Source: an optimization exercise on an open RTL-to-GDS flow (aim: small area and a short achievable clock period). Production flows keep margins and buffers that such runs may drop. In this exercise RTL edits were held to simulation tests only and were not proved equivalent to the original. Power and IR drop assume default switching activity.

`flow/design.v`:
```
`timescale 1ns / 1ps
`timescale 1ns / 1ps
module rv_carry_ks (
  input  wire [63:0] p,
  input  wire [63:0] g,
  input  wire        cin,
  output wire [64:0] c
);
  wire [63:0] gl [0:6];
  wire [63:0] pl [0:6];
  assign gl[0] = {g[63:1], g[0] | (p[0] & cin)};
  assign pl[0] = p;
  genvar l, i;
  generate
    for (l = 0; l < 6; l = l + 1) begin : lvl
      for (i = 0; i < 64; i = i + 1) begin : bt
        if (i >= (1 << l)) begin : comb
          assign gl[l+1][i] = gl[l][i] | (pl[l][i] & gl[l][i - (1 << l)]);
          assign pl[l+1][i] = pl[l][i] & pl[l][i - (1 << l)];
        end else begin : pass
          assign gl[l+1][i] = gl[l][i];
          assign pl[l+1][i] = pl[l][i];
        end
      end
    end
  endgenerate
  assign c = {gl[6], cin};
endmodule
module rvcpu (
  input  wire          clk,
  input  wire          rst,
  input  wire [31 : 0] inst,
  output wire [63 : 0] inst_addr,
  output wire          inst_ena,
  output wire          wb_ena,
  output wire [4 : 0]  wb_addr,
  output wire [63 : 0] wb_data
);
  wire [1:0] o65 = inst[6:5];
  wire [2:0] o42 = inst[4:2];
  wire [2:0] f3  = inst[14:12];
  wire [4:0] rd  = inst[11:7];
  wire [4:0] rs1 = inst[19:15];
  wire [4:0] rs2 = inst[24:20];
  wire       b30 = inst[30];
  wire       b31 = inst[31];
  wire o65_00 = (o65 == 2'b00);
  wire o65_01 = (o65 == 2'b01);
  wire o65_11 = (o65 == 2'b11);
  wire c_opimm   = o65_00 & (o42 == 3'b100);
  wire c_opimm32 = o65_00 & (o42 == 3'b110);
  wire c_op      = o65_01 & (o42 == 3'b100);
  wire c_op32    = o65_01 & (o42 == 3'b110);
  wire c_auipc   = o65_00 & (o42 == 3'b101);
  wire c_lui     = o65_01 & (o42 == 3'b101);
  wire c_store   = o65_01 & (o42 == 3'b000);
  wire c_branch  = o65_11 & (o42 == 3'b000);
  wire c_jal     = o65_11 & (o42 == 3'b011);
  wire c_jalr    = o65_11 & (o42 == 3'b001) & (f3 == 3'b000);
  wire wr_en = o65_00 | (o42 == 3'b100) | (o42 == 3'b110) | c_store | c_branch
             | c_jal | c_jalr | c_lui;
  wire c_r   = c_op | c_op32;                
  wire c_i   = c_opimm | c_opimm32;
  wire f_addsub = (f3 == 3'b000);
  wire f_sll    = (f3 == 3'b001);
  wire f_slt    = (f3 == 3'b010);
  wire f_sltu   = (f3 == 3'b011);
  wire f_xor    = (f3 == 3'b100);
  wire f_srx    = (f3 == 3'b101);
  wire f_or     = (f3 == 3'b110);
  wire f_and    = (f3 == 3'b111);
  wire is_sll  = (c_i & f_sll & ~b30) | (c_r & f_sll & ~b31);
  wire is_srx  = (c_i | c_r) & f_srx;
  wire is_sra  = (c_i & f_srx & b30) | (c_r & f_srx & b31);
  wire is_slt  = ((c_opimm | c_op) & (f_slt | f_sltu)) | c_branch;
  wire is_xor  = (c_opimm | c_op) & f_xor;
  wire is_or   = (c_opimm | c_op) & f_or;
  wire is_and  = (c_opimm | c_op) & f_and;
  wire is_pc   = c_auipc | c_lui | c_jal | c_jalr;
  wire is_sub  = (c_r & f_addsub & b31) | is_slt;
  wire is_add  = ~(is_sll | is_srx | is_slt | is_xor | is_or | is_and | is_pc);
  wire is_unsigned = (c_opimm & f_sltu) | (c_branch & f3[2] & f3[1]);
  wire [63:0] imm_i  = {{52{inst[31]}}, inst[31:20]};
  wire [63:0] imm_iz = {52'b0, inst[31:20]};
  wire [63:0] imm_s  = {{52{inst[31]}}, inst[31:25], inst[11:7]};
  wire [63:0] alu_imm = c_store ? imm_s : ((c_opimm & f_sltu) ? imm_iz : imm_i);
  wire [63:0] imm_b  = {{51{inst[31] & ~f3[1]}}, inst[31], inst[7], inst[30:25], inst[11:8], 1'b0};
  wire [63:0] imm_u  = {{32{inst[31]}}, inst[31:12], 12'b0};
  wire [63:0] imm_j  = {{44{inst[31]}}, inst[20], inst[19:12], inst[30:21], 1'b0};
  wire [63:0] pc_imm_v = c_jal    ? imm_j :
                         c_jalr   ? imm_i :
                         c_lui    ? imm_u :
                         c_branch ? imm_b : 64'd0;
  reg  [63:0] pc;
  wire [63:0] result;
  wire [63:0] regs [0:31];
  assign regs[0] = 64'd0;
  genvar gi;
  generate
    for (gi = 1; gi < 32; gi = gi + 1) begin : gr
      reg [63:0] r;
      always @(posedge clk)
        if (rst | (wr_en & (rd == gi)))
          r <= result;
      assign regs[gi] = r;
    end
  endgenerate
  reg [63:0] rs1_data;
  reg [63:0] rs2_data;
  integer k;
  always @(*) begin
    rs1_data = 64'd0;
    rs2_data = 64'd0;
    for (k = 1; k < 32; k = k + 1) begin
      rs1_data = rs1_data | (regs[k] & {64{rs1 == k}});
      rs2_data = rs2_data | (regs[k] & {64{rs2 == k}});
    end
  end
  wire [63:0] A  = rs1_data;
  wire [63:0] B  = c_r | c_branch ? rs2_data : alu_imm;
  wire [63:0] Bx = B ^ {64{is_sub}};
  wire [63:0] p  = A ^ Bx;
  wire [63:0] g  = A & Bx;
  wire [64:0] c;
  rv_carry_ks add_carry (.p(p), .g(g), .cin(is_sub), .c(c));
  wire [63:0] sum = p ^ c[63:0];
  wire eq   = &p;
  wire less = (A[63] ^ B[63]) ? (is_unsigned ? B[63] : A[63]) : ~c[63];
  wire [5:0]  shamt = c_r ? rs2_data[5:0] : inst[25:20];
  reg  [63:0] sh_in;
  integer m;
  always @(*)
    for (m = 0; m < 64; m = m + 1)
      sh_in[m] = is_sll ? A[63 - m] : A[m];
  wire        sh_fill = is_sra & A[63];
  wire [63:0] sh_out = $signed({sh_fill, sh_in}) >>> shamt;
  wire [63:0] pc_sum  = pc + pc_imm_v;
  wire [63:0] pc_inc  = {pc[63:2] + 62'd1, pc[1:0]};
  wire en = ~rst;
  reg  [63:0] res;
  integer n;
  always @(*)
    for (n = 0; n < 64; n = n + 1)
      res[n] = en & ( (is_add & sum[n])
                    | (is_pc  & pc_sum[n])
                    | (is_xor & p[n])
                    | (is_or  & (p[n] | g[n]))
                    | (is_and & g[n])
                    | (is_srx & sh_out[n])
                    | (is_sll & sh_out[63 - n])
                    | ((n == 0) & is_slt & less) );
  assign result = res;
  wire taken = c_branch & ( (f3 == 3'b000 &  eq)
                          | (f3 == 3'b001 & ~eq)
                          | (f3 == 3'b100 & less)
                          | (f3 == 3'b110 & less) );
  wire [63:0] pc_next = rst            ? 64'd0 :
                        c_jal          ? imm_j :
                        (c_jalr | taken) ? pc_sum : pc_inc;
  always @(posedge clk)
    pc <= pc_next;
  reg          wb_ena_q;
  reg [4:0]    wb_addr_q;
  reg [63:0]   wb_data_q;
  always @(posedge clk) begin
    wb_ena_q  <= ~rst & wr_en & (rd != 5'd0);
    wb_addr_q <= rd;
    wb_data_q <= result;
  end
  assign inst_addr = pc;
  assign inst_ena  = ~rst;
  assign wb_ena    = wb_ena_q;
  assign wb_addr   = wb_addr_q;
  assign wb_data   = wb_data_q;
endmodule
```
`flow/run.sh`:
```
#!/bin/bash
# synth_recipe.tcl (not shown) runs the flow's synth.tcl, then flattens the netlist and writes it again
# the make line also repeats each setting of config.mk as NAME=value (left out here)
make -C /OpenROAD-flow-scripts/flow DESIGN_CONFIG=/design/flow/config.mk WORK_HOME=/design/flow/orfs CLKGATE_MAP_FILE= SYNTH_SCRIPT=/design/flow/synth_recipe.tcl finish
```
`flow/config.mk`:
```
export PLATFORM = sky130hd
export DESIGN_NAME = rvcpu
export DESIGN_NICKNAME = rvcpu
export VERILOG_FILES = /design/flow/design.v
export SDC_FILE = /design/flow/constraint.sdc
export NUM_CORES = 8
export LEC_CHECK = 0
export CAP_MARGIN = 35
export CORE_MARGIN = 2
export CORE_UTILIZATION = 55
export SETUP_SLACK_MARGIN = 5
export SLEW_MARGIN = 35
```
`flow/constraint.sdc`:
```
create_clock -name core_clock -period 12.0 [get_ports {clk}]
set_input_delay 2.4000 -clock core_clock [delete_from_list [all_inputs] [get_ports {clk}]]
set_output_delay 2.4000 -clock core_clock [all_outputs]
set_load 0.01 [all_outputs]
```
==> metrics.yaml <==
status:
  status: "aborted with a tool error"
  lastStage: "global routing"
  tool.error: "[ERROR GRT-0232] Routing congestion too high. Check the congestion heatmap in the GUI."
synthesis:
  synth.avg_cell_area_um2: 11.38
  synth_cell_types: 117
  synth_seq_cells: 2118
  yosys_warnings: 2
  synth.area.top_cells: "edfxtp_1, a22oi_1, and3_1"
  synth_nets: 9970
  postSynth.asyncResetShare: 0
  synth_top_area_cell: "edfxtp_1"
  synth_top_flop_cell: "edfxtp_1"
  synth_edf_count: 1984
  synth_top_area_frac: 0.5374
  yosysSeqAreaShare: 0.5616
  synthesis.area_mm2: 0.1109
  synthCells: 9742
floorplan:
  initial_core_util: 0.5542
  chipHeight_um: 453.0
  die_x_um: 453.0
  ioPinCount: 169
  num_rows: 164
clocking:
  clock-sinks: 2118
  htreeDepth: 4
  cts_buffer_depth: 3
  cts_buffers: 207
  clockRootBuffer: "clkbuf_16"
  cts_hold_buf: 0
place:
  numPlacedInstances: 12430
  dpl.hpwl_um: 414600
  dp_slack_ns: 1.454
  place.gp.congestion: 1.103
  dpl_cell_area_mm2: 0.1213
  port_buffers: 166
global_route:
  grt_max_degree: 106
  grt.overflow.total: 1
  grt_usage: 0.7361
## timing repair
action | CTS
buffers inserted | 665
gates cloned | 97
endpoints found under the setup margin | 2112
pin swaps | 404
resized for setup | 1481
hold endpoints to repair | 0
## routing by layer
layer  overflow  track usage
met5          0       0.4291
met4          0       0.6993
met3          1       0.5986
met2          0       0.8604
met1          0       0.7610
## per-stage QoR
| stage | util | hold WS, ns | total power [W] |
|---|---|---|---|
| after floorplan | - | 0.5474 | 0.01417 |
| after global placement | 0.6024 | 0.5809 | 0.01758 |
| after detailed placement | 0.6064 | 0.5852 | 0.01775 |
| after CTS | 0.7197 | 0.6001 | 0.02608 |
## worst max-delay path by stage
stage                         from           end  cells after the start
after global placement    inst[18]   gr[4].r[52]                     24
after detailed placement   inst[6]  gr[21].r[52]                     24
after CTS                 inst[15]   gr[3].r[60]                     29
after floorplan           inst[22]  gr[10].r[60]                     25
## power groups by stage
stage | Sequential (W) | Clock, W | Combinational, W
floorplan | 0.0114 | 0 | 0.00281
global placement | 0.0116 | 0 | 0.00598
detailed placement | 0.0117 | 0 | 0.00608
CTS | 0.0116 | 0.00677 | 0.00774
## synthesized netlist by cell type, types with 46 or more instances
library cell  count
nand3b_1         46
inv_1           179
xor2_1           69
clkbuf_1        530
ha_1            192
buf_2           118
a211oi_1         94
a31oi_1          65
nand4_1         237
buf_1           117
a2111oi_0       243
a21o_1           82
a22oi_1        1256
nor4_1           76
nand2_1         784
edfxtp_1       1984
o22ai_1          67
xnor2_1         157
nor2_1          361
dfxtp_1         134
mux2i_1         211
a21oi_1         407
o21ai_0         213
nand3_1         254
and3_1          837
nor3_1          161
a221oi_1        122
## cells by family after synthesis
| kind of cell | synth area share |
|---|---|
| simple gates | 0.1448 |
| mux | 0.02247 |
| flops | 0.5616 |
| buf+inv | 0.03615 |
| compound gates | 0.1951 |
| fa+ha+maj | 0.02203 |
| xor+xnor | 0.01785 |
